Background: an optimization exercise with open tools, aiming at small area and a short achievable clock period. Do not read the settings as production practice. RTL that was checked went through simulation tests only; none was proved equivalent to the original. The RTL of runs 4 and 6 was laid out without a check of its function. Power and IR drop assume default switching activity.

## flow/flow/run.sh

```bash
#!/bin/bash
# The standard layout (standard.sh: the standard flow's synthesis and ORFS flow) with these make settings:
# the port buffers are plain buffers (buf_2) instead of the delay buffer that buffer_ports
# picks by default. All output goes to standard.log in the work folder; ORFS also keeps its
# per-step logs under orfs/logs.
set -euo pipefail
bash standard.sh BUFFER_PORTS_ARGS="-buffer_cell sky130_fd_sc_hd__buf_2"  finish > standard.log 2>&1
```

## flow/standard.sh

```bash
#!/bin/bash
# synth_recipe.tcl (not shown) runs the flow's synth.tcl, then flattens the netlist and writes it again
# the make line also repeats each setting of config.mk as NAME=value (left out here)
make -C /OpenROAD-flow-scripts/flow DESIGN_CONFIG=/design/flow/config.mk WORK_HOME=/design/flow/orfs CLKGATE_MAP_FILE= SYNTH_SCRIPT=/design/flow/synth_recipe.tcl "${@:-finish}"
```

## flow/config.mk

```make
export PLATFORM = sky130hd
export DESIGN_NAME = mac
export DESIGN_NICKNAME = mac
export VERILOG_FILES = /design/flow/design.v
export SDC_FILE = /design/flow/constraint.sdc
export NUM_CORES = 4
export LEC_CHECK = 0
export CAP_MARGIN = 20
export CORE_MARGIN = 2
export CORE_UTILIZATION = 70
export CTS_BUF_LIST = sky130_fd_sc_hd__clkbuf_8
export CTS_CLUSTER_SIZE = 30
export SETUP_SLACK_MARGIN = 3.65
export SLEW_MARGIN = 20
```

## flow/constraint.sdc

```tcl
create_clock -name core_clock -period 6.0 [get_ports {clk}]
set_input_delay 1.2000 -clock core_clock [delete_from_list [all_inputs] [get_ports {clk}]]
set_output_delay 1.2000 -clock core_clock [all_outputs]
set_load 0.01 [all_outputs]
```

## flow/design.v

```verilog
`default_nettype wire
`timescale 1 ns / 1 ps
parameter STEP    = 10;
parameter DWIDTH  = 16;
parameter LWIDTH  = 16;
parameter WAVSIZE = 16;
parameter CORE    = 4;
parameter CORELOG = 2;
parameter NETSIZE = 10;
module mac
  ( input                       clk
  , input                       xrst
  , input                       out_en
  , input                       accum_we
  , input                       reset
  , input  signed [DWIDTH-1:0]  x
  , input  signed [DWIDTH-1:0]  w
  , output signed [DWIDTH-1:0]  y
  );
  reg v0, v1, v2;
  always @(posedge clk) begin
    v0 <= xrst;
    v1 <= xrst & v0;
    v2 <= xrst & v1;
  end
  reg [15:0] xr;
  always @(posedge clk) xr <= x;
  reg [7:0] neg, one, two;
  integer i;
  wire [16:0] we = {w, 1'b0};
  always @(posedge clk)
    for (i = 0; i < 8; i = i + 1) begin
      neg[i] <= we[2*i+2];
      one[i] <= we[2*i+1] ^ we[2*i];
      two[i] <= (we[2*i+2] & ~we[2*i+1] & ~we[2*i]) | (~we[2*i+2] & we[2*i+1] & we[2*i]);
    end
  wire [17:0] xe = {xr[15], xr, 1'b0};
  wire neg0 = neg[0];
  wire [16:0] pp0 = ({17{one[0]}} & xe[17:1] | {17{two[0]}} & xe[16:0]) ^ {17{neg[0]}};
  wire npp0 = ~pp0[16];
  wire neg1 = neg[1];
  wire [16:0] pp1 = ({17{one[1]}} & xe[17:1] | {17{two[1]}} & xe[16:0]) ^ {17{neg[1]}};
  wire npp1 = ~pp1[16];
  wire neg2 = neg[2];
  wire [16:0] pp2 = ({17{one[2]}} & xe[17:1] | {17{two[2]}} & xe[16:0]) ^ {17{neg[2]}};
  wire npp2 = ~pp2[16];
  wire neg3 = neg[3];
  wire [16:0] pp3 = ({17{one[3]}} & xe[17:1] | {17{two[3]}} & xe[16:0]) ^ {17{neg[3]}};
  wire npp3 = ~pp3[16];
  wire neg4 = neg[4];
  wire [16:0] pp4 = ({17{one[4]}} & xe[17:1] | {17{two[4]}} & xe[16:0]) ^ {17{neg[4]}};
  wire npp4 = ~pp4[16];
  wire neg5 = neg[5];
  wire [16:0] pp5 = ({17{one[5]}} & xe[17:1] | {17{two[5]}} & xe[16:0]) ^ {17{neg[5]}};
  wire npp5 = ~pp5[16];
  wire neg6 = neg[6];
  wire [16:0] pp6 = ({17{one[6]}} & xe[17:1] | {17{two[6]}} & xe[16:0]) ^ {17{neg[6]}};
  wire npp6 = ~pp6[16];
  wire neg7 = neg[7];
  wire [16:0] pp7 = ({17{one[7]}} & xe[17:1] | {17{two[7]}} & xe[16:0]) ^ {17{neg[7]}};
  wire npp7 = ~pp7[16];
  wire s1;
  wire c2;
  wire s3;
  wire c4;
  wire s5;
  wire c6;
  wire s7;
  wire c8;
  wire s9;
  wire c10;
  wire s11;
  wire c12;
  wire s13;
  wire c14;
  wire s15;
  wire c16;
  wire s17;
  wire c18;
  wire s19;
  wire c20;
  wire s21;
  wire c22;
  wire s23;
  wire c24;
  wire s25;
  wire c26;
  wire s27;
  wire c28;
  wire s29;
  wire c30;
  wire s31;
  wire c32;
  wire s33;
  wire c34;
  wire s35;
  wire c36;
  wire s37;
  wire c38;
  wire s39;
  wire c40;
  wire s41;
  wire c42;
  wire s43;
  wire c44;
  wire s45;
  wire c46;
  wire s47;
  wire c48;
  wire s49;
  wire c50;
  wire s51;
  wire c52;
  wire s53;
  wire c54;
  wire s55;
  wire c56;
  wire s57;
  wire c58;
  wire s59;
  wire c60;
  wire s61;
  wire c62;
  wire s63;
  wire c64;
  wire s65;
  wire c66;
  wire s67;
  wire c68;
  wire s69;
  wire c70;
  wire s71;
  wire c72;
  wire s73;
  wire c74;
  wire s75;
  wire c76;
  wire s77;
  wire c78;
  wire s79;
  wire c80;
  wire s81;
  wire c82;
  wire s83;
  wire c84;
  wire s85;
  wire c86;
  wire s87;
  wire c88;
  wire s89;
  wire c90;
  wire s91;
  wire c92;
  wire s93;
  wire c94;
  wire s95;
  wire c96;
  wire s97;
  wire c98;
  wire s99;
  wire c100;
  wire s101;
  wire c102;
  wire s103;
  wire c104;
  wire s105;
  wire c106;
  wire s107;
  wire c108;
  wire s109;
  wire c110;
  wire s111;
  wire c112;
  wire s113;
  wire c114;
  wire s115;
  wire c116;
  wire s117;
  wire c118;
  wire s119;
  wire c120;
  wire s121;
  wire c122;
  wire s123;
  wire c124;
  wire s125;
  wire c126;
  wire s127;
  wire c128;
  wire s129;
  wire c130;
  wire s131;
  wire c132;
  wire s133;
  wire c134;
  wire s135;
  wire c136;
  wire s137;
  wire c138;
  wire s139;
  wire c140;
  wire s141;
  wire c142;
  wire s143;
  wire c144;
  wire s145;
  wire c146;
  wire s147;
  wire c148;
  wire s149;
  wire c150;
  wire s151;
  wire c152;
  wire s153;
  wire c154;
  wire s155;
  wire c156;
  wire s157;
  wire c158;
  wire s159;
  wire c160;
  wire s161;
  wire c162;
  wire s163;
  wire c164;
  wire s165;
  wire c166;
  wire s167;
  wire c168;
  wire s169;
  wire c170;
  wire s171;
  wire c172;
  wire s173;
  wire c174;
  wire s175;
  wire c176;
  wire s177;
  wire c178;
  wire s179;
  wire c180;
  wire s181;
  wire c182;
  wire s183;
  wire c184;
  wire s185;
  wire c186;
  wire s187;
  wire c188;
  wire s189;
  wire c190;
  wire s191;
  wire c192;
  wire s193;
  wire c194;
  assign s1 = pp0[4] ^ pp1[2];  assign c2 = pp0[4] & pp1[2];
  assign s3 = pp0[5] ^ pp1[3];  assign c4 = pp0[5] & pp1[3];
  assign s5 = pp0[2] ^ pp1[0];  assign c6 = pp0[2] & pp1[0];
  assign s7 = pp0[3] ^ pp1[1];  assign c8 = pp0[3] & pp1[1];
  assign s9 = pp2[0] ^ neg2 ^ s1;  assign c10 = pp2[0] ^ neg2 ? s1 : pp2[0];
  assign s11 = pp2[1] ^ s3 ^ c2;  assign c12 = pp2[1] ^ s3 ? c2 : pp2[1];
  wire [5:0] lo_a = {s11, s9, s7, neg1, pp0[1], pp0[0]};
  wire [5:0] lo_b = {c10, c8, c6, s5, 1'b0, neg0};
  wire [6:0] lo_sum = lo_a + lo_b;
  wire lo_zero = &(~((lo_a ^ lo_b) ^ {lo_a[4:0] | lo_b[4:0], 1'b0}));
  assign s13 = pp0[6] ^ pp1[4];  assign c14 = pp0[6] & pp1[4];
  assign s15 = pp0[10] ^ pp1[8];  assign c16 = pp0[10] & pp1[8];
  assign s17 = pp0[11] ^ pp1[9];  assign c18 = pp0[11] & pp1[9];
  assign s19 = pp0[12] ^ pp1[10] ^ pp2[8];  assign c20 = pp0[12] ^ pp1[10] ? pp2[8] : pp0[12];
  assign s21 = pp3[6] ^ pp4[4];  assign c22 = pp3[6] & pp4[4];
  assign s23 = pp0[13] ^ pp1[11] ^ pp2[9];  assign c24 = pp0[13] ^ pp1[11] ? pp2[9] : pp0[13];
  assign s25 = pp3[7] ^ pp4[5];  assign c26 = pp3[7] & pp4[5];
  assign s27 = pp0[14] ^ pp1[12] ^ pp2[10];  assign c28 = pp0[14] ^ pp1[12] ? pp2[10] : pp0[14];
  assign s29 = pp3[8] ^ pp4[6] ^ pp5[4];  assign c30 = pp3[8] ^ pp4[6] ? pp5[4] : pp3[8];
  assign s31 = pp6[2] ^ pp7[0];  assign c32 = pp6[2] & pp7[0];
  assign s33 = pp0[15] ^ pp1[13] ^ pp2[11];  assign c34 = pp0[15] ^ pp1[13] ? pp2[11] : pp0[15];
  assign s35 = pp3[9] ^ pp4[7] ^ pp5[5];  assign c36 = pp3[9] ^ pp4[7] ? pp5[5] : pp3[9];
  assign s37 = pp6[3] ^ pp7[1];  assign c38 = pp6[3] & pp7[1];
  assign s39 = npp0 ^ pp1[14] ^ pp2[12];  assign c40 = npp0 ^ pp1[14] ? pp2[12] : npp0;
  assign s41 = pp3[10] ^ pp4[8] ^ pp5[6];  assign c42 = pp3[10] ^ pp4[8] ? pp5[6] : pp3[10];
  assign s43 = pp6[4] ^ pp7[2] ^ 1'b1;  assign c44 = pp6[4] ^ pp7[2] ? 1'b1 : pp6[4];
  assign s45 = pp1[15] ^ pp2[13] ^ pp3[11];  assign c46 = pp1[15] ^ pp2[13] ? pp3[11] : pp1[15];
  assign s47 = pp4[9] ^ pp5[7] ^ pp6[5];  assign c48 = pp4[9] ^ pp5[7] ? pp6[5] : pp4[9];
  assign s49 = pp7[3] ^ 1'b1;  assign c50 = pp7[3] & 1'b1;
  assign s51 = npp1 ^ pp2[14] ^ pp3[12];  assign c52 = npp1 ^ pp2[14] ? pp3[12] : npp1;
  assign s53 = pp4[10] ^ pp5[8] ^ pp6[6];  assign c54 = pp4[10] ^ pp5[8] ? pp6[6] : pp4[10];
  assign s55 = pp2[15] ^ pp3[13] ^ pp4[11];  assign c56 = pp2[15] ^ pp3[13] ? pp4[11] : pp2[15];
  assign s57 = pp5[9] ^ pp6[7];  assign c58 = pp5[9] & pp6[7];
  assign s59 = npp2 ^ pp3[14] ^ pp4[12];  assign c60 = npp2 ^ pp3[14] ? pp4[12] : npp2;
  assign s61 = pp3[15] ^ pp4[13];  assign c62 = pp3[15] & pp4[13];
  assign s63 = pp2[2] ^ pp3[0] ^ neg3;  assign c64 = pp2[2] ^ pp3[0] ? neg3 : pp2[2];
  assign s65 = pp0[7] ^ pp1[5] ^ pp2[3];  assign c66 = pp0[7] ^ pp1[5] ? pp2[3] : pp0[7];
  assign s67 = pp0[8] ^ pp1[6] ^ pp2[4];  assign c68 = pp0[8] ^ pp1[6] ? pp2[4] : pp0[8];
  assign s69 = pp3[2] ^ pp4[0];  assign c70 = pp3[2] & pp4[0];
  assign s71 = pp0[9] ^ pp1[7] ^ pp2[5];  assign c72 = pp0[9] ^ pp1[7] ? pp2[5] : pp0[9];
  assign s73 = pp3[3] ^ pp4[1];  assign c74 = pp3[3] & pp4[1];
  assign s75 = pp2[6] ^ pp3[4] ^ pp4[2];  assign c76 = pp2[6] ^ pp3[4] ? pp4[2] : pp2[6];
  assign s77 = pp5[0] ^ neg5 ^ s15;  assign c78 = pp5[0] ^ neg5 ? s15 : pp5[0];
  assign s79 = pp2[7] ^ pp3[5] ^ pp4[3];  assign c80 = pp2[7] ^ pp3[5] ? pp4[3] : pp2[7];
  assign s81 = pp5[1] ^ s17 ^ c16;  assign c82 = pp5[1] ^ s17 ? c16 : pp5[1];
  assign s83 = pp5[2] ^ pp6[0] ^ neg6;  assign c84 = pp5[2] ^ pp6[0] ? neg6 : pp5[2];
  assign s85 = s19 ^ s21 ^ c18;  assign c86 = s19 ^ s21 ? c18 : s19;
  assign s87 = pp5[3] ^ pp6[1] ^ s23;  assign c88 = pp5[3] ^ pp6[1] ? s23 : pp5[3];
  assign s89 = s25 ^ c20 ^ c22;  assign c90 = s25 ^ c20 ? c22 : s25;
  assign s91 = neg7 ^ s27 ^ s29;  assign c92 = neg7 ^ s27 ? s29 : neg7;
  assign s93 = s31 ^ c24 ^ c26;  assign c94 = s31 ^ c24 ? c26 : s31;
  assign s95 = s33 ^ s35 ^ s37;  assign c96 = s33 ^ s35 ? s37 : s33;
  assign s97 = c28 ^ c30 ^ c32;  assign c98 = c28 ^ c30 ? c32 : c28;
  assign s99 = s39 ^ s41 ^ s43;  assign c100 = s39 ^ s41 ? s43 : s39;
  assign s101 = c34 ^ c36 ^ c38;  assign c102 = c34 ^ c36 ? c38 : c34;
  assign s103 = s45 ^ s47 ^ s49;  assign c104 = s45 ^ s47 ? s49 : s45;
  assign s105 = c40 ^ c42 ^ c44;  assign c106 = c40 ^ c42 ? c44 : c40;
  assign s107 = pp7[4] ^ s51 ^ s53;  assign c108 = pp7[4] ^ s51 ? s53 : pp7[4];
  assign s109 = c46 ^ c48 ^ c50;  assign c110 = c46 ^ c48 ? c50 : c46;
  assign s111 = pp7[5] ^ 1'b1 ^ s55;  assign c112 = pp7[5] ^ 1'b1 ? s55 : pp7[5];
  assign s113 = s57 ^ c52 ^ c54;  assign c114 = s57 ^ c52 ? c54 : s57;
  assign s115 = pp5[10] ^ pp6[8] ^ pp7[6];  assign c116 = pp5[10] ^ pp6[8] ? pp7[6] : pp5[10];
  assign s117 = s59 ^ c56 ^ c58;  assign c118 = s59 ^ c56 ? c58 : s59;
  assign s119 = pp5[11] ^ pp6[9] ^ pp7[7];  assign c120 = pp5[11] ^ pp6[9] ? pp7[7] : pp5[11];
  assign s121 = 1'b1 ^ s61 ^ c60;  assign c122 = 1'b1 ^ s61 ? c60 : 1'b1;
  assign s123 = npp3 ^ pp4[14] ^ pp5[12];  assign c124 = npp3 ^ pp4[14] ? pp5[12] : npp3;
  assign s125 = pp6[10] ^ pp7[8] ^ c62;  assign c126 = pp6[10] ^ pp7[8] ? c62 : pp6[10];
  assign s127 = c4 ^ c12;  assign c128 = c4 & c12;
  assign s129 = pp3[1] ^ c14 ^ s65;  assign c130 = pp3[1] ^ c14 ? s65 : pp3[1];
  assign s131 = neg4 ^ s67 ^ s69;  assign c132 = neg4 ^ s67 ? s69 : neg4;
  assign s133 = s71 ^ s73 ^ c68;  assign c134 = s71 ^ s73 ? c68 : s71;
  assign s135 = s75 ^ s77 ^ c72;  assign c136 = s75 ^ s77 ? c72 : s75;
  assign s137 = s79 ^ s81 ^ c76;  assign c138 = s79 ^ s81 ? c76 : s79;
  assign s139 = s83 ^ s85 ^ c80;  assign c140 = s83 ^ s85 ? c80 : s83;
  assign s141 = s87 ^ s89 ^ c84;  assign c142 = s87 ^ s89 ? c84 : s87;
  assign s143 = s91 ^ s93 ^ c88;  assign c144 = s91 ^ s93 ? c88 : s91;
  assign s145 = s95 ^ s97 ^ c92;  assign c146 = s95 ^ s97 ? c92 : s95;
  assign s147 = s99 ^ s101 ^ c96;  assign c148 = s99 ^ s101 ? c96 : s99;
  assign s149 = s103 ^ s105 ^ c100;  assign c150 = s103 ^ s105 ? c100 : s103;
  assign s151 = s107 ^ s109 ^ c104;  assign c152 = s107 ^ s109 ? c104 : s107;
  assign s153 = s111 ^ s113 ^ c108;  assign c154 = s111 ^ s113 ? c108 : s111;
  assign s155 = s115 ^ s117 ^ c112;  assign c156 = s115 ^ s117 ? c112 : s115;
  assign s157 = s119 ^ s121 ^ c116;  assign c158 = s119 ^ s121 ? c116 : s119;
  assign s159 = s123 ^ s125 ^ c120;  assign c160 = s123 ^ s125 ? c120 : s123;
  reg lo_c, lo_z;
  reg t6_0;
  reg t6_1;
  reg t6_2;
  reg t7_0;
  reg t7_1;
  reg t7_2;
  reg t8_0;
  reg t8_1;
  reg t8_2;
  reg t9_0;
  reg t9_1;
  reg t9_2;
  reg t10_0;
  reg t10_1;
  reg t10_2;
  reg t11_0;
  reg t11_1;
  reg t11_2;
  reg t12_0;
  reg t12_1;
  reg t12_2;
  reg t13_0;
  reg t13_1;
  reg t13_2;
  reg t14_0;
  reg t14_1;
  reg t14_2;
  reg t15_0;
  reg t15_1;
  reg t15_2;
  reg t16_0;
  reg t16_1;
  reg t16_2;
  reg t17_0;
  reg t17_1;
  reg t17_2;
  reg t18_0;
  reg t18_1;
  reg t18_2;
  reg t19_0;
  reg t19_1;
  reg t19_2;
  reg t20_0;
  reg t20_1;
  reg t20_2;
  reg t21_0;
  reg t21_1;
  reg t21_2;
  reg t22_0;
  reg t22_1;
  reg t22_2;
  always @(posedge clk) begin
    lo_c <= lo_sum[6];
    lo_z <= lo_zero;
    t6_0 <= s13;
    t6_1 <= s63;
    t6_2 <= s127;
    t7_0 <= c64;
    t7_1 <= s129;
    t7_2 <= c128;
    t8_0 <= c66;
    t8_1 <= s131;
    t8_2 <= c130;
    t9_0 <= c70;
    t9_1 <= s133;
    t9_2 <= c132;
    t10_0 <= c74;
    t10_1 <= s135;
    t10_2 <= c134;
    t11_0 <= c78;
    t11_1 <= s137;
    t11_2 <= c136;
    t12_0 <= c82;
    t12_1 <= s139;
    t12_2 <= c138;
    t13_0 <= c86;
    t13_1 <= s141;
    t13_2 <= c140;
    t14_0 <= c90;
    t14_1 <= s143;
    t14_2 <= c142;
    t15_0 <= c94;
    t15_1 <= s145;
    t15_2 <= c144;
    t16_0 <= c98;
    t16_1 <= s147;
    t16_2 <= c146;
    t17_0 <= c102;
    t17_1 <= s149;
    t17_2 <= c148;
    t18_0 <= c106;
    t18_1 <= s151;
    t18_2 <= c150;
    t19_0 <= c110;
    t19_1 <= s153;
    t19_2 <= c152;
    t20_0 <= c114;
    t20_1 <= s155;
    t20_2 <= c154;
    t21_0 <= c118;
    t21_1 <= s157;
    t21_2 <= c156;
    t22_0 <= c122;
    t22_1 <= s159;
    t22_2 <= c158;
  end
  assign s161 = t6_0 ^ t6_1;  assign c162 = t6_0 & t6_1;
  assign s163 = t7_0 ^ t7_1 ^ t7_2;  assign c164 = t7_0 ^ t7_1 ? t7_2 : t7_0;
  assign s165 = t8_0 ^ t8_1 ^ t8_2;  assign c166 = t8_0 ^ t8_1 ? t8_2 : t8_0;
  assign s167 = t9_0 ^ t9_1 ^ t9_2;  assign c168 = t9_0 ^ t9_1 ? t9_2 : t9_0;
  assign s169 = t10_0 ^ t10_1 ^ t10_2;  assign c170 = t10_0 ^ t10_1 ? t10_2 : t10_0;
  assign s171 = t11_0 ^ t11_1 ^ t11_2;  assign c172 = t11_0 ^ t11_1 ? t11_2 : t11_0;
  assign s173 = t12_0 ^ t12_1 ^ t12_2;  assign c174 = t12_0 ^ t12_1 ? t12_2 : t12_0;
  assign s175 = t13_0 ^ t13_1 ^ t13_2;  assign c176 = t13_0 ^ t13_1 ? t13_2 : t13_0;
  assign s177 = t14_0 ^ t14_1 ^ t14_2;  assign c178 = t14_0 ^ t14_1 ? t14_2 : t14_0;
  assign s179 = t15_0 ^ t15_1 ^ t15_2;  assign c180 = t15_0 ^ t15_1 ? t15_2 : t15_0;
  assign s181 = t16_0 ^ t16_1 ^ t16_2;  assign c182 = t16_0 ^ t16_1 ? t16_2 : t16_0;
  assign s183 = t17_0 ^ t17_1 ^ t17_2;  assign c184 = t17_0 ^ t17_1 ? t17_2 : t17_0;
  assign s185 = t18_0 ^ t18_1 ^ t18_2;  assign c186 = t18_0 ^ t18_1 ? t18_2 : t18_0;
  assign s187 = t19_0 ^ t19_1 ^ t19_2;  assign c188 = t19_0 ^ t19_1 ? t19_2 : t19_0;
  assign s189 = t20_0 ^ t20_1 ^ t20_2;  assign c190 = t20_0 ^ t20_1 ? t20_2 : t20_0;
  assign s191 = t21_0 ^ t21_1 ^ t21_2;  assign c192 = t21_0 ^ t21_1 ? t21_2 : t21_0;
  assign s193 = t22_0 ^ t22_1 ^ t22_2;  assign c194 = t22_0 ^ t22_1 ? t22_2 : t22_0;
  wire [16:0] ha = {s193, s191, s189, s187, s185, s183, s181, s179, s177, s175, s173, s171, s169, s167, s165, s163, t6_2};
  wire [16:0] hb = {c192, c190, c188, c186, c184, c182, c180, c178, c176, c174, c172, c170, c168, c166, c164, c162, s161};
  wire [17:0] phs = {ha, 1'b1} + {hb, lo_c};
  wire [16:0] ph = phs[17:1];
  wire [14:0] p15 = ph[16:2];
  wire zz = lo_z & ~|ph[1:0];
  wire dec = p15[14] & zz;
  reg [14:0] phr;
  reg zr;
  always @(posedge clk) begin
    phr <= p15;
    zr <= zz;
  end
  wire decr = phr[14] & zr;
  wire [15:0] q16 = {phr[14], phr};
  wire [15:0] acc = {acch, accl};
  wire [15:0] ts = ~(acc ^ q16);
  wire [15:0] tc = {acc[14:0] | q16[14:0], ~decr};
  reg [11:0] acch;
  reg [3:0] accl;
  reg [2:0] acck;
  reg [15:0] yr;
  wire [4:0] sum0 = ts[3:0] + tc[3:0];
  wire [5:0] sumc1 = {ts[7:4], 1'b1} + {tc[7:4], acck[0]};
  wire [5:0] sumc2 = {ts[11:8], 1'b1} + {tc[11:8], acck[1]};
  wire [5:0] sumc3 = {ts[15:12], 1'b1} + {tc[15:12], acck[2]};
  always @(posedge clk)
    if (!xrst | reset) begin
      acch <= 0;
      accl <= 0;
      acck <= 0;
    end else if (accum_we & v2) begin
      accl <= sum0[3:0];
      acch <= {sumc3[4:1], sumc2[4:1], sumc1[4:1]};
      acck <= {sumc2[5], sumc1[5], sum0[4]};
    end
  wire [15:0] accy = {acch, accl} + {3'd0, acck[2], 3'd0, acck[1], 3'd0, acck[0], 4'd0};
  always @(posedge clk)
    if (!xrst)
      yr <= 0;
    else if (out_en)
      yr <= accy;
  assign y = yr;
endmodule
```

==> flow_summary.ini, run 1 <==
[detailed_routing]
routed-via-count = 7268
wl_per_cell_um = 14.8
wl_um = 19200
ant_nets = 0
first_pass_iters = 6
drt_iter0_drc = 498
via_per_inst = 5.59
drc = 0

[synthesis]
yosys-top-cells-area = dfxtp_1 29%, xnor2_1 22%, ha_1 9.5%
syn_inst = 1095
syn-num-nets = 1215
synth_seq_cells = 147
synth-async-reset-ratio = 0
synth_top_area_share = 0.288
synth.distinct_cells = 41
syn_area_per_cell_um2 = 9.34
synth_seq_area_share = 0.288
yosysWarnings = 1
synth_area_leader_cell = dfxtp_1
synth_ff_type = dfxtp_1
synth-edff-count = 0
synth_area_um2 = 10200

[clock_network]
root_buffer = clkbuf_8
clk_latency_ns = 0.45
cts.clk_slew.worst_paths_ns = 0.08
numCtsBuffers = 17
tritoncts = built
cts_hold_buf = 0
cts_max_level = 4
cts_max_path_buffers = 2
clock-sinks = 147

[grt]
gr-total-overflow = 0
grt_usage = 0.251
antenna_found_initial = 0
grt_max_degree = 25
grt_pass1_vias = 6983
grt_pass1_wl_um = 32400

[timing]
slew_violations = 0
worst_pin_slew_ns = 0.747
max_freq_ghz = 0.440
hold_violations = 0
min_period_ns = 2.27
fin_setup_tns_ns = 0
slew_headroom = 0.501
fin_skew_ns = 0.0121
final-setup-viol-count = 0
fin_crit_sh = 0.379
rsz0062_at_grt = true

[cells_and_area]
layout-drive-gt1-share = 0.154
fillCellCount = 1087
regArea_um2 = 3020
final_area_um2 = 11000
multi_input_area_um2 = 6730
layout.nets = 1224
area_growth_pct = 7.44
diodes = 0

[die]
ioPinCount = 53
die_h_um = 125
start_util = 0.709
coreArea_um2 = 14400
row_count = 44
dieArea_um2 = 15600
die_w_um = 125

[run_status]
status = complete, no violations

[hold_path]
min_path_type = register to register

[critical_path]
required_ns = 6.38
critPathKind = register to register
critPathArrivalTime_ns = 2.65
crit_path_end_kind = register
start_kind = register
crit_fanout = 3

[power]
leakage_nw = 4.46
p_per_area_nw_per_um2 = 528
ir_worst_vdd_v = 0.000246

[placed_design]
gp_congestion = 0.865
post_dp_cell_area_um2 = 10400
port_buffers = 52
hpwl_um = 14200

[run]
max_cap_viol_count = 0
-- final timing paths --
kind	startpoint	to	slack [ns]	cells after the start
worst max register to register	t7_1	phr[11]	3.73	11
worst max-delay path	t7_1	phr[11]	3.73	11
worst min register to register	v0	v1	0.43	1
worst min-delay path	v0	v1	0.43	1
-- worst max-delay path, stage by stage (launching register included) --
cell,delay [ns]
dfxtp_2,0.35
xnor2_2,0.14
xnor2_1,0.13
ha_1,0.33
nor2b_1,0.14
o21ai_1,0.11
nand2b_1,0.13
a31oi_4,0.22
o21ai_2,0.10
a211o_1,0.32
a21oi_2,0.13
xnor2_1,0.12
-- registers in the layout (all words and copies together), names as in the netlist, 3 cells and up --
register	count
acch	12
acck	3
accl	4
neg	8
one	8
phr	15
two	8
xr	16
yr	16
-- per-stage QoR --
stage | cells | power, mW | util | setup WS, ns | hold WS, ns
after floorplan | 1095 | 4.24 | - | 3.67 | 0.406
after global placement | 1263 | 4.64 | 0.718 | 3.48 | 0.408
after detailed placement | 1263 | 4.72 | 0.718 | 3.43 | 0.413
after CTS | 1296 | 5.65 | 0.752 | 3.61 | 0.433
after global routing | 1301 | 6.32 | 0.762 | 3.59 | 0.458
final | 1301 | 5.81 | 0.762 | 3.73 | 0.431
-- final cells by class --
type | count | share of cell area
clock buffers | 21 | 0.0263
clock inverters | 11 | 0.0114
inverters | 75 | 0.0256
multi-input cells | 804 | 0.612
flip-flops and latches | 147 | 0.275
well taps | 184 | 0.0210
repair buffers | 59 | 0.0285
-- synthesized netlist by cell type, drive strengths merged, types with 4 or more instances --
cell    number
buf         47
nor2b       13
inv         75
nand2       53
nand2b      11
o21ai       28
nand3b       8
mux2i        8
xnor2      258
mux2         4
a211oi       5
clkbuf      22
xor2        51
a21oi       41
nor3         4
nor2        19
ha          78
a22oi      104
maj3        61
fa           5
a21o        20
o211a        8
nand3        6
dfxtp      147
-- routing by layer --
metal / global-route usage / routed length [µm]
met5: 0 / 0
met1: 0.309 / 8360
met3: 0.0507 / 1010
met2: 0.434 / 9530
met4: 0.0967 / 327
-- kinds of logic (layout without fill, tap and decap cells) --
logic type                 after synthesis  count (layout)  synth area share
xor gates and xnor gates               309             309             0.265
AOI/OAI and AO/OA                      217             217             0.148
DFF                                    147             147             0.288
adders and majority gates              144             144             0.166
buffers and inverters                  144             166            0.0636
and+or+nand+nor                        122             122            0.0568
muxes                                   12              12            0.0122
-- layout by cell type, fill, tap and decap left out, types with 13 or more instances in the layout --
cell type and count:
dfxtp_2 28, nor2b_1 13, dfxtp_1 107, clkbuf_8 21, ha_1 76, nand2_1 53
maj3_1 49, o21ai_0 20, a21oi_1 37, inv_1 76, a22oi_1 97, xnor2_1 253
xor2_1 51, a21o_1 20, nor2_1 19, buf_2 52
-- power by group --
group | total [mW] | internal, mW | switching [mW] | leakage (nW)
Clock | 0.790 | 0.415 | 0.375 | 0.202
Combinational | 3.52 | 1.83 | 1.69 | 3.02
Sequential | 1.49 | 1.27 | 0.224 | 1.23
-- timing repair --
action | 4_1_cts | 5_1_grt
setup endpoints to repair | 21 | 22
pin swaps | 1 | 21
setup buffers | 1 | 5
resized for setup | 29 | 45
==> run 2: changes to the inputs <==
--- a/flow/config.mk
+++ b/flow/config.mk
@@ -13,2 +13,3 @@
 export SETUP_SLACK_MARGIN = 3.65
 export SLEW_MARGIN = 20
+export TNS_END_PERCENT = 100
==> run 2 against run 1 <==
Worst setup slack unchanged. Maximum frequency unchanged. Via count unchanged. Largest power group unchanged.
==> flow_summary.ini, run 2 <==
[critical_path]
cpLargestDelayFamily = compound AO/OA/AOI/OAI gates
r2r_end = phr[11]
crit_buf_inv = 0
r2r_slack_ns = 3.73
slowest_stage = dfxtp_2
required_ns = 6.38
critPathArrivalTime_ns = 2.65
crit_path_end_kind = register
worstPathCellList = xnor2_2 > xnor2_1 > ha_1 > nor2b_1 > o21ai_1 > nand2b_1 > a31oi_4 > o21ai_2 > a211o_1 > a21oi_2 > xnor2_1
critPathMaxStageDelay_ns = 0.35
critPathKind = register to register
crit_fanout = 3
ff2ff_path_depth = 11
critPathMostFrequentCell = xnor2_1
r2r-start = t7_1
start_kind = register

[clock_network]
clk_latency_ns = 0.45
root_buffer = clkbuf_8
cts_max_path_buffers = 2
cts.clk_slew.worst_paths_ns = 0.08
cts_hold_buf = 0
cts_max_level = 4
numCtsBuffers = 17
tritoncts = built
clock-sinks = 147

[timing]
slew_violations = 0
slew_headroom = 0.501
worst_pin_slew_ns = 0.747
hold_violations = 0
timing.hold.ws_ns = 0.431
fin_crit_sh = 0.379
rsz0062_at_grt = true
fin_skew_ns = 0.0121
min_period_ns = 2.27
fin_setup_tns_ns = 0
final-setup-viol-count = 0
max_freq_ghz = 0.440

[synthesis]
yosysWarnings = 1
synth_area_um2 = 10200
synth-async-reset-ratio = 0
yosys-top-cells-count = 257 x xnor2_1, 147 x dfxtp_1, 97 x a22oi_1, 78 x ha_1, 75 x inv_1
syn-num-nets = 1215
synth_top_area_share = 0.288
synth_seq_area_share = 0.288
synth.distinct_cells = 41
syn_area_per_cell_um2 = 9.34
synth-edff-count = 0
synth_seq_cells = 147
synth.most_common_cell = xnor2_1
synth_ff_type = dfxtp_1
yosys-top-cells-area = dfxtp_1 29%, xnor2_1 22%, ha_1 9.5%
synth_area_leader_cell = dfxtp_1
syn_inst = 1095

[cells_and_area]
layout_commonest_cell = xnor2_1
multi_input_area_um2 = 6730
area_growth_pct = 7.44
fillCellCount = 1087
final_util = 0.762
largestRegisters = xr: 16 flops, yr: 16 flops, phr: 15 flops
layout.nets = 1224
layout-drive-gt1-share = 0.154
regArea_um2 = 3020
stdcell_count = 1301
layout_common_cells = 253 x xnor2_1, 107 x dfxtp_1, 97 x a22oi_1, 76 x inv_1, 76 x ha_1
diodes = 0

[grt]
antenna_found_initial = 0
grt_max_degree = 25
grt_pass1_wl_um = 32400
gr-total-overflow = 0
grt_usage = 0.251
grt_pass1_vias = 6983

[power]
p_per_area_nw_per_um2 = 528
ir_worst_vdd_v = 0.000246
leakage_nw = 4.46

[placed_design]
gp_congestion = 0.865
hpwl_um = 14200
placed_cells = 1263
port_buffers = 52

[die]
die_w_um = 125
coreArea_um2 = 14400
die_h_um = 125
dieArea_um2 = 15600
ioPinCount = 53
row_count = 44
start_util = 0.709

[hold_path]
min_path_type = register to register
hp-start = v0
min_delay_path_depth = 1
min_to = v1

[detailed_routing]
wl_um = 19200
first_pass_iters = 6
ant_nets = 0
drt_iter0_drc = 498
routed-via-count = 7268
drc = 0
wl_per_cell_um = 14.8
via_per_inst = 5.59

[run_status]
status = complete, no violations

[run]
max_cap_viol_count = 0
[run 2: cell counts after synthesis]
No cell type changed its count.
[run 2: logic make-up after synthesis]
family	after synthesis	share of synthesized area
xor+xnor	309	0.265
compound gates	217	0.148
flops	147	0.288
buf+inv	144	0.0636
fa+ha+maj	144	0.166
simple gates	122	0.0568
mux	12	0.0122
[run 2: how the worst max path moves through the flow]
stage / start / endpoint / cells past startpoint
global placement: t6_0 / phr[14] / 10
CTS: two[0] / lo_c / 10
global route: t7_1 / phr[11] / 11
floorplan: xr[1] / lo_c / 12
finish: t7_1 / phr[11] / 11
detailed placement: t6_0 / phr[14] / 10
[run 2: final cells by class]
class,count,area share
inverter,75,0.0256
multi-input combinational,804,0.612
tap,184,0.0210
sequential,147,0.275
clock buffer,21,0.0263
clock inverter,11,0.0114
timing repair buffer,59,0.0285
[run 2: timing repair]
item	in CTS	in global routing
resized for setup	29	45
pin swaps	1	21
setup buffers	1	5
setup endpoints to repair	21	22
[run 2: where the power goes]
group | switching [mW] | leakage [nW] | total (mW) | internal, mW
Clock | 0.375 | 0.202 | 0.790 | 0.415
Combinational | 1.69 | 3.02 | 3.52 | 1.83
Sequential | 0.224 | 1.23 | 1.49 | 1.27
[run 2: layer usage]
layer  share of wire  global-route usage  vias up
met5               0                   0        -
met4           0.017              0.0967        0
met3           0.052              0.0507       30
met2            0.50               0.434      192
met1            0.43               0.309     3345
li1                -                   -     3701
[run 2: per-stage QoR]
step	power [mW]	instance area, µm²	setup WS, ns
3_3_place_gp	4.64	10400	3.48
3_5_place_dp	4.72	10400	3.43
4_1_cts	5.65	10800	3.61
2_1_floorplan	4.24	10200	3.67
6_report	5.81	11000	3.73
5_1_grt	6.32	11000	3.59
[run 2: worst register-to-register path: cells and delay by family (launching register included)]
kind | cells | cell delay, ns
xor+xnor | 3 | 0.39
fa+ha+maj | 1 | 0.33
simple gates | 2 | 0.27
compound gates | 5 | 0.88
flops | 1 | 0.35
==> run 3: changes to the inputs <==
--- a/flow/config.mk
+++ b/flow/config.mk
@@ -8,8 +8,7 @@
 export CAP_MARGIN = 20
 export CORE_MARGIN = 2
-export CORE_UTILIZATION = 70
+export CORE_UTILIZATION = 65
 export CTS_BUF_LIST = sky130_fd_sc_hd__clkbuf_8
 export CTS_CLUSTER_SIZE = 30
 export SETUP_SLACK_MARGIN = 3.65
 export SLEW_MARGIN = 20
-export TNS_END_PERCENT = 100
==> run 3 against run 2 <==
Synthesized cell count unchanged. Clock skew increased by 0.0064 ns. Highest routed layer unchanged. Final area decreased by 0.13%. First-iteration DRC count increased by 4.6%. Critical path depth decreased by 2.
==> flow_summary.ini, run 3 <==
[detailed_routing]
wl_per_cell_um = 14.8
drt_iter0_drc = 521
routed-via-count = 7278
via_per_inst = 5.48
first_pass_iters = 5
wl_um = 19700
drc = 0
ant_nets = 0

[die]
start_util = 0.668
dieArea_um2 = 16800
die_h_um = 129
die_w_um = 129
ioPinCount = 53
coreArea_um2 = 15300
row_count = 45

[critical_path]
cpLargestDelayFamily = compound AO/OA/AOI/OAI gates
r2r_slack_ns = 3.73
required_ns = 6.38
crit_fanout = 3
r2r-start = t7_1
critPathKind = register to register
r2r_end = phr[11]
worstPathCellList = maj3_1 > ha_1 > o21ai_1 > nand2b_1 > a31oi_4 > o21ai_4 > a211o_1 > a21oi_2 > xnor2_1
ff2ff_path_depth = 9
critPathMaxStageDelay_ns = 0.36
start_kind = register
critPathArrivalTime_ns = 2.65
slowest_stage = maj3_1
crit_path_end_kind = register
crit_buf_inv = 0

[timing]
fin_skew_ns = 0.0186
worst_pin_slew_ns = 0.753
hold_violations = 0
max_freq_ghz = 0.440
slew_violations = 0
rsz0062_at_grt = true
final-setup-viol-count = 0
fin_setup_tns_ns = 0
min_period_ns = 2.27
slew_headroom = 0.497
fin_crit_sh = 0.379

[cells_and_area]
final_util = 0.717
layout-drive-gt1-share = 0.150
layout.nets = 1223
largestRegisters = xr: 16 flops, yr: 16 flops, phr: 15 flops
area_growth_pct = 7.30
layout_common_cells = 254 x xnor2_1, 111 x dfxtp_1, 97 x a22oi_1, 76 x ha_1, 75 x inv_1
layout_commonest_cell = xnor2_1
diodes = 0

[power]
ir_worst_vdd_v = 0.000241
swShare = 0.404
p_per_area_nw_per_um2 = 525
switching_power_mw = 2.33
p_clk_frac = 0.129
p_seq_frac = 0.259
combPwrFrac = 0.612
p_int_mw = 3.43
leakage_nw = 4.44

[placed_design]
hpwl_um = 14500
gp_congestion = 0.834
port_buffers = 52

[synthesis]
synth_seq_cells = 147
synth.most_common_cell = xnor2_1
synth_top_area_share = 0.288
syn-num-nets = 1215
synth_seq_area_share = 0.288
synth_area_um2 = 10200
yosysWarnings = 1
synth.distinct_cells = 41
yosys-top-cells-count = 257 x xnor2_1, 147 x dfxtp_1, 97 x a22oi_1, 78 x ha_1, 75 x inv_1
syn_area_per_cell_um2 = 9.34
yosys-top-cells-area = dfxtp_1 29%, xnor2_1 22%, ha_1 9.5%
synth_area_leader_cell = dfxtp_1
synth_ff_type = dfxtp_1
synth-edff-count = 0
synth-async-reset-ratio = 0
syn_inst = 1095

[hold_path]
hp-start = v0
min_delay_path_depth = 1
min_path_type = register to register
min_to = v1

[run]
max_cap_viol_count = 0

[clock_network]
cts_max_path_buffers = 2
tritoncts = built
root_buffer = clkbuf_8
cts_hold_buf = 0
clock-sinks = 147
numCtsBuffers = 17
cts.clk_slew.worst_paths_ns = 0.09
cts_max_level = 4
clk_latency_ns = 0.46

[grt]
grt_pass1_vias = 7017
grt_max_degree = 25
grt_pass1_wl_um = 33100
grt_usage = 0.248
antenna_found_initial = 0
gr-total-overflow = 0

[run_status]
status = complete, no violations
[run 3: cell count changes in the layout (fill, tap and decap cells not counted), moves of 2 or more]
cell	change
dfxtp_2	-2
clkinv_4	+6
o21ai_2	-2
dfxtp_1	+4
clkinv_2	+3
dfxtp_4	-2
clkbuf_8	-3
clkinvlp_4	-4
[run 3: cell type report]
class,count,area (µm²)
inverter,75,282
sequential,147,3010
fill,1261,4340
multi-input combinational,804,6730
timing repair buffer,58,305
tap,211,264
clock buffer,18,248
clock inverter,14,131
[run 3: per-stage QoR]
stage / total power [mW] / instance area, µm² / worst slack, ns / hold slack [ns] / cells
6_report: 5.76 / 11000 / 3.73 / 0.441 / 1327
5_1_grt: 6.31 / 11000 / 3.61 / 0.465 / 1327
4_1_cts: 5.60 / 10800 / 3.65 / 0.444 / 1322
3_5_place_dp: 4.74 / 10400 / 3.43 / 0.419 / 1290
3_3_place_gp: 4.66 / 10400 / 3.47 / 0.410 / 1290
2_1_floorplan: 4.24 / 10200 / 3.67 / 0.406 / 1095
[run 3: repair_timing]
item                                    in CTS  in global routing
resized for setup                           32                 37
endpoints found under the setup margin      21                 22
setup buffers                                0                  5
pin swaps                                    3                 11
[run 3: per-layer routing]
metal | global-route usage | vias up | routed length, µm
met1 | 0.303 | 3325 | 8620
met5 | 0 | - | 0
met3 | 0.0491 | 32 | 1070
met2 | 0.439 | 209 | 9630
met4 | 0.0835 | 0 | 373
li1 | - | 3712 | -
[run 3: kinds of logic (layout without fill, tap and decap cells)]
group,Yosys count,in the layout,synth area share
DFF,147,147,0.288
buffers and inverters,144,165,0.0636
muxes,12,12,0.0122
AOI/OAI and AO/OA,217,217,0.148
and+or+nand+nor,122,122,0.0568
xor gates and xnor gates,309,309,0.265
adders and majority gates,144,144,0.166
[run 3: power groups by stage]
stage	sequential, mW	combinational, mW	clock [mW]
global route	1.52	3.97	0.811
global placement	1.49	3.16	0
finish	1.49	3.52	0.741
CTS	1.49	3.35	0.763
floorplan	1.39	2.85	0
detailed placement	1.51	3.23	0
[run 3: worst max-delay path by stage]
stage | slack, ns | depth (start not counted) | start | endpoint
after CTS | 3.65 | 7 | one[5] | t18_1
after global routing | 3.61 | 11 | t7_1 | phr[11]
after floorplan | 3.67 | 12 | xr[1] | lo_c
final | 3.73 | 9 | t7_1 | phr[11]
after global placement | 3.47 | 10 | t6_0 | phr[14]
after detailed placement | 3.43 | 7 | neg[0] | t17_1
==> run 4: changes to the inputs <==
--- a/flow/design.v
+++ b/flow/design.v
@@ -475,6 +475,6 @@
     zr <= zz;
   end
-  wire decr = phr[14] & zr;
-  wire [15:0] q16 = {phr[14], phr};
+  wire decr = phr[14] & zr & v2;
+  wire [15:0] q16 = {16{v2}} & {phr[14], phr};
   wire [15:0] acc = {acch, accl};
   wire [15:0] ts = ~(acc ^ q16);
@@ -493,5 +493,5 @@
       accl <= 0;
       acck <= 0;
-    end else if (accum_we & v2) begin
+    end else if (accum_we) begin
       accl <= sum0[3:0];
       acch <= {sumc3[4:1], sumc2[4:1], sumc1[4:1]};
--- a/flow/config.mk
+++ b/flow/config.mk
@@ -8,7 +8,7 @@
 export CAP_MARGIN = 20
 export CORE_MARGIN = 2
-export CORE_UTILIZATION = 65
+export CORE_UTILIZATION = 60
 export CTS_BUF_LIST = sky130_fd_sc_hd__clkbuf_8
 export CTS_CLUSTER_SIZE = 30
-export SETUP_SLACK_MARGIN = 3.65
+export SETUP_SLACK_MARGIN = 3.5
 export SLEW_MARGIN = 20
==> run 4 against run 3 <==
Core utilization is 5.3 points lower. Hold slack got worse by 0.020 ns. Die area is 8.4% higher. Largest cell class unchanged. Sequential power is essentially flat.
==> flow_summary.ini, run 4 <==
[synthesis]
synth.distinct_cells = 44
syn_area_per_cell_um2 = 9.50
synth_seq_cells = 147
synth_area_leader_cell = dfxtp_1
synth_top_area_share = 0.287
yosys-top-cells-count = 261 x xnor2_1, 147 x dfxtp_1, 97 x a22oi_1, 78 x ha_1, 62 x inv_1
syn-num-nets = 1200
synth_area_um2 = 10300
yosysWarnings = 1
synth-async-reset-ratio = 0
synth-edff-count = 0
synth_ff_type = dfxtp_1
synth_seq_area_share = 0.287
synth.most_common_cell = xnor2_1
yosys-top-cells-area = dfxtp_1 29%, xnor2_1 22%, ha_1 9.5%
syn_inst = 1080

[cells_and_area]
diodes = 0
layout_common_cells = 259 x xnor2_1, 117 x dfxtp_1, 97 x a22oi_1, 70 x ha_1, 62 x inv_1
layout.nets = 1209
layout_commonest_cell = xnor2_1
final_util = 0.663
fillCellCount = 1374
multi_input_area_um2 = 6830
area_growth_pct = 7.66
layout-drive-gt1-share = 0.148
largestRegisters = xr: 16 flops, yr: 16 flops, phr: 15 flops
regArea_um2 = 2980
final_area_um2 = 11000

[run]
max_cap_viol_count = 0

[grt]
grt_pass1_wl_um = 33500
grt_pass1_vias = 7016
antenna_found_initial = 0
gr-total-overflow = 0
grt_max_degree = 27
grt_usage = 0.231

[placed_design]
dp_slack_ns = 3.29
post_dp_cell_area_um2 = 10400
port_buffers = 52
gp_congestion = 0.864
hpwl_um = 14800

[detailed_routing]
via_per_inst = 5.47
wl_per_cell_um = 15.1
drc = 0
drt_iter0_drc = 381
first_pass_iters = 6
wl_um = 19900
ant_nets = 0
routed-via-count = 7209

[critical_path]
cpLargestDelayFamily = compound AO/OA/AOI/OAI gates
crit_fanout = 3
start_kind = register
critPathArrivalTime_ns = 2.84
crit_path_end_kind = register
critPathKind = register to register
crit_buf_inv = 0
critPathMostFrequentCell = ha_4
critPathMaxStageDelay_ns = 0.39
worstPathCellList = ha_4 > ha_4 > a21o_1 > a21oi_2 > o21bai_1 > a221o_1 > a221oi_4 > o21ai_1 > a21oi_1 > xnor2_1
slowest_stage = a221o_1
required_ns = 6.39

[clock_network]
cts.clk_slew.worst_paths_ns = 0.09
tritoncts = built
cts_max_path_buffers = 2
numCtsBuffers = 17
cts_max_level = 4
clock-sinks = 147
clk_latency_ns = 0.45
root_buffer = clkbuf_8

[die]
start_util = 0.616
dieArea_um2 = 18200
coreArea_um2 = 16600
ioPinCount = 53
row_count = 47
die_h_um = 135
die_w_um = 135

[power]
swShare = 0.384
switching_power_mw = 2.16
p_int_mw = 3.46
combPwrFrac = 0.588
p_per_area_nw_per_um2 = 509
p_clk_frac = 0.141
leakage_nw = 4.45
ir_worst_vdd_v = 0.000237
p_seq_frac = 0.270
p_total_mw = 5.62

[hold_path]
min_path_type = register to register

[timing]
slew_violations = 0
worst_pin_slew_ns = 0.712
min_period_ns = 2.45
slew_headroom = 0.525
fin_setup_tns_ns = 0
setup_slack_ns = 3.55
fin_skew_ns = 0.0120
max_freq_ghz = 0.408
hold_violations = 0
rsz0062_at_grt = true
final-setup-viol-count = 0
fin_crit_sh = 0.409

[run_status]
status = complete, no violations
run 4: cells by family after synthesis:
group,count (synthesis),synth area share
multiplexers,23,0.0229
XOR/XNOR,310,0.265
adder cells (fa/ha/maj),144,0.166
AND/OR/NAND/NOR,121,0.0576
AO/OA/AOI/OAI,202,0.142
buffers and inverters,133,0.0592
flip-flops,147,0.287
run 4: worst reg2reg max path: stages, from the launching register on:
cell and delay (ns):
dfxtp_2 0.33, ha_4 0.28, ha_4 0.19, a21o_1 0.18
a21oi_2 0.15, o21bai_1 0.10, a221o_1 0.39, a221oi_4 0.35
o21ai_1 0.13, a21oi_1 0.18, xnor2_1 0.12
run 4: worst paths after layout:
check             startpoint       to  slack [ns]  cells after the start
setup / recovery        t6_1  phr[12]        3.55                     10
hold / removal            v0       v1        0.42                      1
setup reg to reg        t6_1  phr[12]        3.55                     10
hold reg to reg           v0       v1        0.42                      1
run 4: stage by stage:
step	instances	hold slack, ns
global placement	1281	0.411
CTS	1315	0.426
detailed placement	1281	0.415
global route	1318	0.442
finish	1318	0.420
floorplan	1080	0.406
run 4: metal layers:
layer	wire length (µm)	up-vias	share of wire	GRT usage
li1	-	3682	-	-
met1	9030	3323	0.45	0.282
met2	9600	184	0.48	0.406
met3	969	20	0.049	0.0526
met4	272	0	0.014	0.0661
met5	0	-	0	0
run 4: cell type report:
type	count	share of cell area
Tap cell	220	0.0249
Sequential cell	147	0.270
Multi-Input combinational cell	800	0.619
Timing Repair Buffer	61	0.0297
Clock buffer	19	0.0237
Clock inverter	9	0.0120
Inverter	62	0.0211
run 4: what timing repair did:
item,4_1_cts,5_1_grt
pin swaps,13,18
buffers inserted,6,3
cloned,0,0
hold buffers,0,0
resized for setup,20,27
endpoints found under the setup margin,16,28
run 4: power by group through the flow:
stage	clock network [mW]	registers [mW]	logic, mW
finish	0.794	1.52	3.30
floorplan	0	1.42	2.63
global route	0.870	1.55	3.69
detailed placement	0	1.53	2.99
CTS	0.818	1.52	3.17
global placement	0	1.52	2.94
==> run 5: changes to the inputs <==
--- a/flow/design.v
+++ b/flow/design.v
@@ -475,6 +475,6 @@
     zr <= zz;
   end
-  wire decr = phr[14] & zr & v2;
-  wire [15:0] q16 = {16{v2}} & {phr[14], phr};
+  wire decr = phr[14] & zr;
+  wire [15:0] q16 = {phr[14], phr};
   wire [15:0] acc = {acch, accl};
   wire [15:0] ts = ~(acc ^ q16);
@@ -493,5 +493,5 @@
       accl <= 0;
       acck <= 0;
-    end else if (accum_we) begin
+    end else if (accum_we & v2) begin
       accl <= sum0[3:0];
       acch <= {sumc3[4:1], sumc2[4:1], sumc1[4:1]};
--- a/flow/config.mk
+++ b/flow/config.mk
@@ -8,7 +8,9 @@
 export CAP_MARGIN = 20
 export CORE_MARGIN = 2
-export CORE_UTILIZATION = 60
+export CORE_UTILIZATION = 70
 export CTS_BUF_LIST = sky130_fd_sc_hd__clkbuf_8
 export CTS_CLUSTER_SIZE = 30
-export SETUP_SLACK_MARGIN = 3.5
+export GPL_ROUTABILITY_DRIVEN = 0
+export GPL_TIMING_DRIVEN = 1
+export SETUP_SLACK_MARGIN = 3.6
 export SLEW_MARGIN = 20
==> run 5 against run 4 <==
Still clean. Total power is 1.4% higher. Critical path type unchanged. Global-route usage increased by 2.2 points. Hold slack improved by 0.022 ns. Synthesized cell count increased by 1.4%. Largest power group unchanged. Via count is 0.37% higher. Flip-flop and latch count unchanged. Clock skew shrank 0.0016 ns. Core utilization is 9.2 points higher.
==> flow_summary.ini, run 5 <==
[run_status]
status = complete, no violations

[critical_path]
crit_fanout = 3
critPathMostFrequentCell = xnor2_1
slowest_stage = dfxtp_2
required_ns = 6.39
critPathArrivalTime_ns = 2.69
crit_path_end_kind = register
critPathKind = register to register
critPathMaxStageDelay_ns = 0.34
start_kind = register
worstPathCellList = xnor2_2 > xnor2_1 > ha_1 > nor2b_1 > o21ai_1 > nand2b_1 > a31oi_4 > o21ai_4 > a211o_1 > a21oi_2 > xnor2_1

[timing]
fin_setup_tns_ns = 0
slew_headroom = 0.486
slew_violations = 0
worst_pin_slew_ns = 0.769
final-setup-viol-count = 0
fin_skew_ns = 0.0104
rsz0062_at_grt = true
fin_crit_sh = 0.383
hold_violations = 0
min_period_ns = 2.30
max_freq_ghz = 0.436

[placed_design]
hpwl_um = 14000
port_buffers = 52

[die]
ioPinCount = 53
die_w_um = 125
coreArea_um2 = 14400
dieArea_um2 = 15600
die_h_um = 125
row_count = 44
start_util = 0.709

[clock_network]
root_buffer = clkbuf_8
numCtsBuffers = 17
cts_max_path_buffers = 2
tritoncts = built
clock-sinks = 147
clk_latency_ns = 0.46
cts_max_level = 4
cts.clk_slew.worst_paths_ns = 0.08

[synthesis]
synth-edff-count = 0
synth_seq_cells = 147
synth_seq_area_share = 0.288
synth-async-reset-ratio = 0
syn-num-nets = 1215
yosys-top-cells-area = dfxtp_1 29%, xnor2_1 22%, ha_1 9.5%
synth_ff_type = dfxtp_1
synth.distinct_cells = 41
syn_area_per_cell_um2 = 9.34
yosys-top-cells-count = 257 x xnor2_1, 147 x dfxtp_1, 97 x a22oi_1, 78 x ha_1, 75 x inv_1
synth_area_leader_cell = dfxtp_1
synth.most_common_cell = xnor2_1
syn_inst = 1095
yosysWarnings = 1
synth_top_area_share = 0.288
synth_area_um2 = 10200

[detailed_routing]
ant_nets = 0
drc = 0
wl_um = 18800
via_per_inst = 5.57
drt_iter0_drc = 463
routed-via-count = 7236
wl_per_cell_um = 14.5
first_pass_iters = 6

[cells_and_area]
diodes = 0
largestRegisters = xr: 16 flops, yr: 16 flops, phr: 15 flops
layout_commonest_cell = xnor2_1
layout-drive-gt1-share = 0.138
layout.nets = 1221
area_growth_pct = 6.50
fillCellCount = 1076
layout_common_cells = 256 x xnor2_1, 116 x dfxtp_1, 97 x a22oi_1, 78 x inv_1, 76 x ha_1

[grt]
grt_pass1_wl_um = 32600
antenna_found_initial = 0
gr-total-overflow = 0
grt_pass1_vias = 7041
grt_usage = 0.253
grt_max_degree = 25

[power]
leakage_nw = 4.41
p_per_area_nw_per_um2 = 523
ir_worst_vdd_v = 0.000205
p_total_mw = 5.70

[run]
max_cap_viol_count = 0

[hold_path]
min_path_type = register to register
-- run 5: final timing paths --
path	slack, ns	to	cells past startpoint	startpoint
hold / removal	0.44	v1	1	v0
setup / recovery	3.70	phr[11]	11	t7_1
hold reg to reg	0.44	v1	1	v0
setup reg to reg	3.70	phr[11]	11	t7_1
-- run 5: where the power goes --
group          total (mW)  internal [mW]  switching (mW)
logic                3.47           1.78            1.69
clock network       0.741          0.360           0.381
registers            1.48           1.27           0.216
-- run 5: area by class of cell --
| cell class | instances | area [µm²] | share of cell area |
|---|---|---|---|
| Inverter | 75 | 282 | 0.0259 |
| Clock inverter | 12 | 106 | 0.00977 |
| Timing Repair Buffer | 56 | 290 | 0.0267 |
| Clock buffer | 20 | 275 | 0.0253 |
| Sequential cell | 147 | 2990 | 0.275 |
| Multi-Input combinational cell | 804 | 6710 | 0.616 |
| Tap cell | 184 | 230 | 0.0211 |
-- run 5: metrics by stage --
stage,hold WS [ns],setup WS (ns),instances,instance area (µm²),util
finish,0.442,3.70,1298,10900,0.755
CTS,0.445,3.59,1296,10800,0.748
global route,0.451,3.58,1298,10900,0.755
global placement,0.408,3.48,1263,10400,0.718
detailed placement,0.420,3.43,1263,10400,0.718
floorplan,0.406,3.65,1095,10200,-
-- run 5: layer usage --
metal | up-vias | wire length [µm] | part of all wire | track usage
met5 | - | 0 | 0 | 0
met4 | 0 | 378 | 0.020 | 0.114
met3 | 39 | 1120 | 0.059 | 0.0477
met2 | 210 | 9010 | 0.48 | 0.427
met1 | 3277 | 8320 | 0.44 | 0.314
li1 | 3710 | - | - | -
-- run 5: timing repair --
item                                    CTS  global route
endpoints found under the setup margin   16            23
hold endpoints to repair                  0             0
hold buffers                              0             0
pin swaps                                 1             8
setup buffers                             1             2
resized for setup                        20            34
-- run 5: worst max-delay path: cells and delay by family (launching register included) --
family | cells | cell delay [ns]
compound gates | 5 | 0.90
xor+xnor | 3 | 0.38
fa+ha+maj | 1 | 0.34
flops | 1 | 0.34
simple gates | 2 | 0.28
-- run 5: cell families after synthesis --
| family | share of synthesized area |
|---|---|
| adder cells (fa/ha/maj) | 0.166 |
| buffers and inverters | 0.0636 |
| multiplexers | 0.0122 |
| AND/OR/NAND/NOR | 0.0568 |
| XOR/XNOR | 0.265 |
| AO/OA/AOI/OAI | 0.148 |
| flip-flops | 0.288 |
==> run 6: changes to the inputs <==
--- a/flow/design.v
+++ b/flow/design.v
@@ -480,12 +480,10 @@
   wire [15:0] ts = ~(acc ^ q16);
   wire [15:0] tc = {acc[14:0] | q16[14:0], ~decr};
-  reg [11:0] acch;
-  reg [3:0] accl;
-  reg [2:0] acck;
+  reg [7:0] acch;
+  reg [7:0] accl;
+  reg [0:0] acck;
   reg [15:0] yr;
-  wire [4:0] sum0 = ts[3:0] + tc[3:0];
-  wire [5:0] sumc1 = {ts[7:4], 1'b1} + {tc[7:4], acck[0]};
-  wire [5:0] sumc2 = {ts[11:8], 1'b1} + {tc[11:8], acck[1]};
-  wire [5:0] sumc3 = {ts[15:12], 1'b1} + {tc[15:12], acck[2]};
+  wire [8:0] sum0 = ts[7:0] + tc[7:0];
+  wire [9:0] sumc1 = {ts[15:8], 1'b1} + {tc[15:8], acck[0]};
   always @(posedge clk)
     if (!xrst | reset) begin
@@ -494,9 +492,9 @@
       acck <= 0;
     end else if (accum_we & v2) begin
-      accl <= sum0[3:0];
-      acch <= {sumc3[4:1], sumc2[4:1], sumc1[4:1]};
-      acck <= {sumc2[5], sumc1[5], sum0[4]};
+      accl <= sum0[7:0];
+      acch <= {sumc1[8:1]};
+      acck <= {sum0[8]};
     end
-  wire [15:0] accy = {acch, accl} + {3'd0, acck[2], 3'd0, acck[1], 3'd0, acck[0], 4'd0};
+  wire [15:0] accy = {acch, accl} + {7'd0, acck[0], 8'd0};
   always @(posedge clk)
     if (!xrst)
--- a/flow/config.mk
+++ b/flow/config.mk
@@ -11,6 +11,4 @@
 export CTS_BUF_LIST = sky130_fd_sc_hd__clkbuf_8
 export CTS_CLUSTER_SIZE = 30
-export GPL_ROUTABILITY_DRIVEN = 0
-export GPL_TIMING_DRIVEN = 1
 export SETUP_SLACK_MARGIN = 3.6
 export SLEW_MARGIN = 20
==> run 6 against run 5 <==
Global-route usage rose by 1.1 points. Final area rose by 4.0%. Register-to-register slack got worse by 0.15 ns. Combinational power rose by 24%. Largest power group unchanged. Count of clock-buffer cells in the layout did not move. Sequential power barely moved. First-iteration DRC count rose by 14%. Critical path type unchanged. Synthesized area rose by 0.69%. Still clean.
==> flow_summary.ini, run 6 <==
[die]
row_count = 44
start_util = 0.711
coreArea_um2 = 14500
dieArea_um2 = 15700
die_h_um = 125
die_w_um = 125
ioPinCount = 53

[power]
p_per_area_nw_per_um2 = 593
ir_worst_vdd_v = 0.000277
p_clk_frac = 0.137
leakage_nw = 4.54
switching_power_mw = 2.69
swShare = 0.400
p_int_mw = 4.03
combPwrFrac = 0.643
p_seq_frac = 0.220

[timing]
slew_headroom = 0.532
fin_skew_ns = 0.0121
slew_violations = 0
final-setup-viol-count = 0
max_freq_ghz = 0.410
fin_setup_tns_ns = 0
rsz0062_at_grt = true
timing.hold.ws_ns = 0.440
hold_violations = 0
min_period_ns = 2.44
worst_pin_slew_ns = 0.701
fin_crit_sh = 0.407

[synthesis]
synth_top_area_share = 0.282
synth-edff-count = 0
synth_area_leader_cell = dfxtp_1
synth.distinct_cells = 57
yosys-top-cells-area = dfxtp_1 28%, xnor2_1 22%, ha_1 9.2%
synth_ff_type = dfxtp_1
synth.most_common_cell = xnor2_1
synth_seq_area_share = 0.282
syn-num-nets = 1206
yosysWarnings = 1
synth_seq_cells = 145
yosys-top-cells-count = 253 x xnor2_1, 145 x dfxtp_1, 94 x a22oi_1, 82 x inv_1, 76 x ha_1
syn_area_per_cell_um2 = 9.45
syn_inst = 1090
synth-async-reset-ratio = 0
synth_area_um2 = 10300

[critical_path]
required_ns = 6.36
crit_fanout = 2
crit_path_end_kind = register
critPathMostFrequentCell = a21o_1
r2r_slack_ns = 3.56
slowest_stage = a2111o_1
r2r-start = t10_1
ff2ff_path_depth = 9
worstPathCellList = maj3_2 > ha_4 > a21o_1 > a21o_1 > a221o_1 > a31oi_4 > o21ai_4 > a2111o_1 > o311ai_1
critPathMaxStageDelay_ns = 0.39
critPathArrivalTime_ns = 2.80
r2r_end = phr[12]
crit_buf_inv = 0
start_kind = register
cpLargestDelayFamily = compound AO/OA/AOI/OAI gates
critPathKind = register to register

[cells_and_area]
layout.nets = 1224
final_area_um2 = 11300
fillCellCount = 1048
area_growth_pct = 10.0
largestRegisters = xr: 16 flops, yr: 16 flops, phr: 15 flops
diodes = 0
layout_common_cells = 248 x xnor2_1, 106 x dfxtp_1, 94 x a22oi_1, 78 x inv_1, 66 x ha_1
layout_commonest_cell = xnor2_1
final_util = 0.782
layout-drive-gt1-share = 0.196
stdcell_count = 1305

[detailed_routing]
ant_nets = 0
wl_um = 20400
drc = 0
via_per_inst = 5.71
wl_per_cell_um = 15.6
first_pass_iters = 7
drt_iter0_drc = 527
routed-via-count = 7457

[clock_network]
clk_latency_ns = 0.46
cts_hold_buf = 0
numCtsBuffers = 17
clock-sinks = 145
root_buffer = clkbuf_8
cts_max_path_buffers = 2
cts_max_level = 4
cts.clk_slew.worst_paths_ns = 0.08
tritoncts = built

[run_status]
status = complete, no violations

[run]
max_cap_viol_count = 0

[hold_path]
min_to = v1
min_delay_path_depth = 1
hp-start = v0
min_path_type = register to register

[grt]
grt_pass1_vias = 7207
grt_max_degree = 23
gr-total-overflow = 0
grt_pass1_wl_um = 34000
antenna_found_initial = 0
grt_usage = 0.264

[placed_design]
post_dp_cell_area_um2 = 10500
placed_cells = 1260
port_buffers = 52
hpwl_um = 14500
gp_congestion = 0.876
-- run 6: changes by cell type after synthesis, moves of 4 or more --
cell      previous run  this run
maj3_2              12        18
o21ai_0             26        21
nor2_1              19        11
a21o_1              20        14
mux2i_1              8        13
o21bai_1             3         9
xnor2_1            257       253
xor2_1              51        38
inv_1               75        82
buf_2               28        23
buf_6                6        11
-- run 6: worst max path at each step --
stage	start	end	cells after the start
final	t10_1	phr[12]	9
after global routing	acch[0]	acch[7]	11
after CTS	t11_2	phr[12]	10
after detailed placement	t6_0	phr[13]	9
after global placement	t6_0	phr[13]	9
after floorplan	acch[0]	acch[7]	11
-- run 6: worst reg2reg max path, stage by stage, from the launching register on --
cell and delay, ns:
dfxtp_2 0.34, maj3_2 0.33, ha_4 0.25, a21o_1 0.15
a21o_1 0.17, a221o_1 0.32, a31oi_4 0.21, o21ai_4 0.09
a2111o_1 0.39, o311ai_1 0.10
-- run 6: power groups by stage --
stage               sequential (mW)  clock (mW)  combinational, mW
finish                         1.48       0.919               4.32
global route                   1.51       0.966               4.77
CTS                            1.47       0.929               4.11
detailed placement             1.49           0               3.73
global placement               1.48           0               3.66
floorplan                      1.38           0               3.27
-- run 6: per-layer routing --
layer	vias up	wire, µm	global-route usage
met2	234	9980	0.468
met1	3452	8770	0.317
li1	3730	-	-
met4	0	504	0.0908
met5	-	0	0
met3	41	1130	0.0573
-- run 6: area by class of cell --
type	instances	area, µm²	area share
clock buffer	20	275	0.0243
clock inverter	12	201	0.0178
inverter	82	308	0.0272
multi-input combinational	795	6960	0.614
sequential	145	2970	0.262
tap	184	230	0.0203
timing repair buffer	67	385	0.0340
-- run 6: logic make-up (layout without fill, tap and decap cells) --
kind of cell    after synthesis  after routing  synth area share
mux                          17             17            0.0170
fa+ha+maj                   143            143             0.163
buf+inv                     150            181            0.0678
compound gates              215            215             0.149
simple gates                121            121            0.0587
xor+xnor                    299            299             0.263
flops                       145            145             0.282
-- run 6: through the flow --
step	power [mW]	setup WS, ns
after global placement	5.14	3.38
after global routing	7.25	3.45
after CTS	6.51	3.51
after floorplan	4.65	3.60
final	6.72	3.56
after detailed placement	5.22	3.34
-- run 6: repair_timing --
| item | 4_1_cts | 5_1_grt |
|---|---|---|
| setup endpoints to repair | 25 | 22 |
| gates resized for setup | 48 | 40 |
| pin swaps | 15 | 22 |
| setup buffers | 6 | 7 |
| endpoints found under the hold margin | 0 | 0 |

-- static timing again, ports no longer ideal --
No port has a modelled driver above. Below, the same layouts with a new extraction and two added sets of constraints.
Step 1 sets driving cells, clkbuf_16 on the clock port and buf_2 on the other inputs (assumed; they add their load-dependent delay and slew).
Step 2 also shifts input and output timing later by t, the mid clock arrival at the registers, as if the neighbouring blocks saw the same clock.
a / b / c = no drivers / after step 1 / after step 2; a / b = the first two.
run	t, ns	setup WS [ns]	hold WS [ns]	cell pins on the clock port's net
run 1	0.482	3.726 / 3.726 / 3.535	0.431 / 0.431 / 0.431	1
run 2	0.482	3.726 / 3.726 / 3.535	0.431 / 0.431 / 0.431	1
run 3	0.488	3.727 / 3.727 / 3.529	0.441 / 0.441 / 0.441	1
run 4	0.486	3.547 / 3.547 / 3.547	0.420 / 0.420 / 0.420	1
run 5	0.488	3.705 / 3.705 / 3.509	0.442 / 0.442 / 0.442	1
run 6	0.499	3.558 / 3.558 / 3.558	0.440 / 0.440 / 0.440	1
After both steps setup and hold are still met in every run listed. For run 3, which loses most, drivers alone change the setup slack by 0.000 ns; drivers and shift together by -0.198 ns.
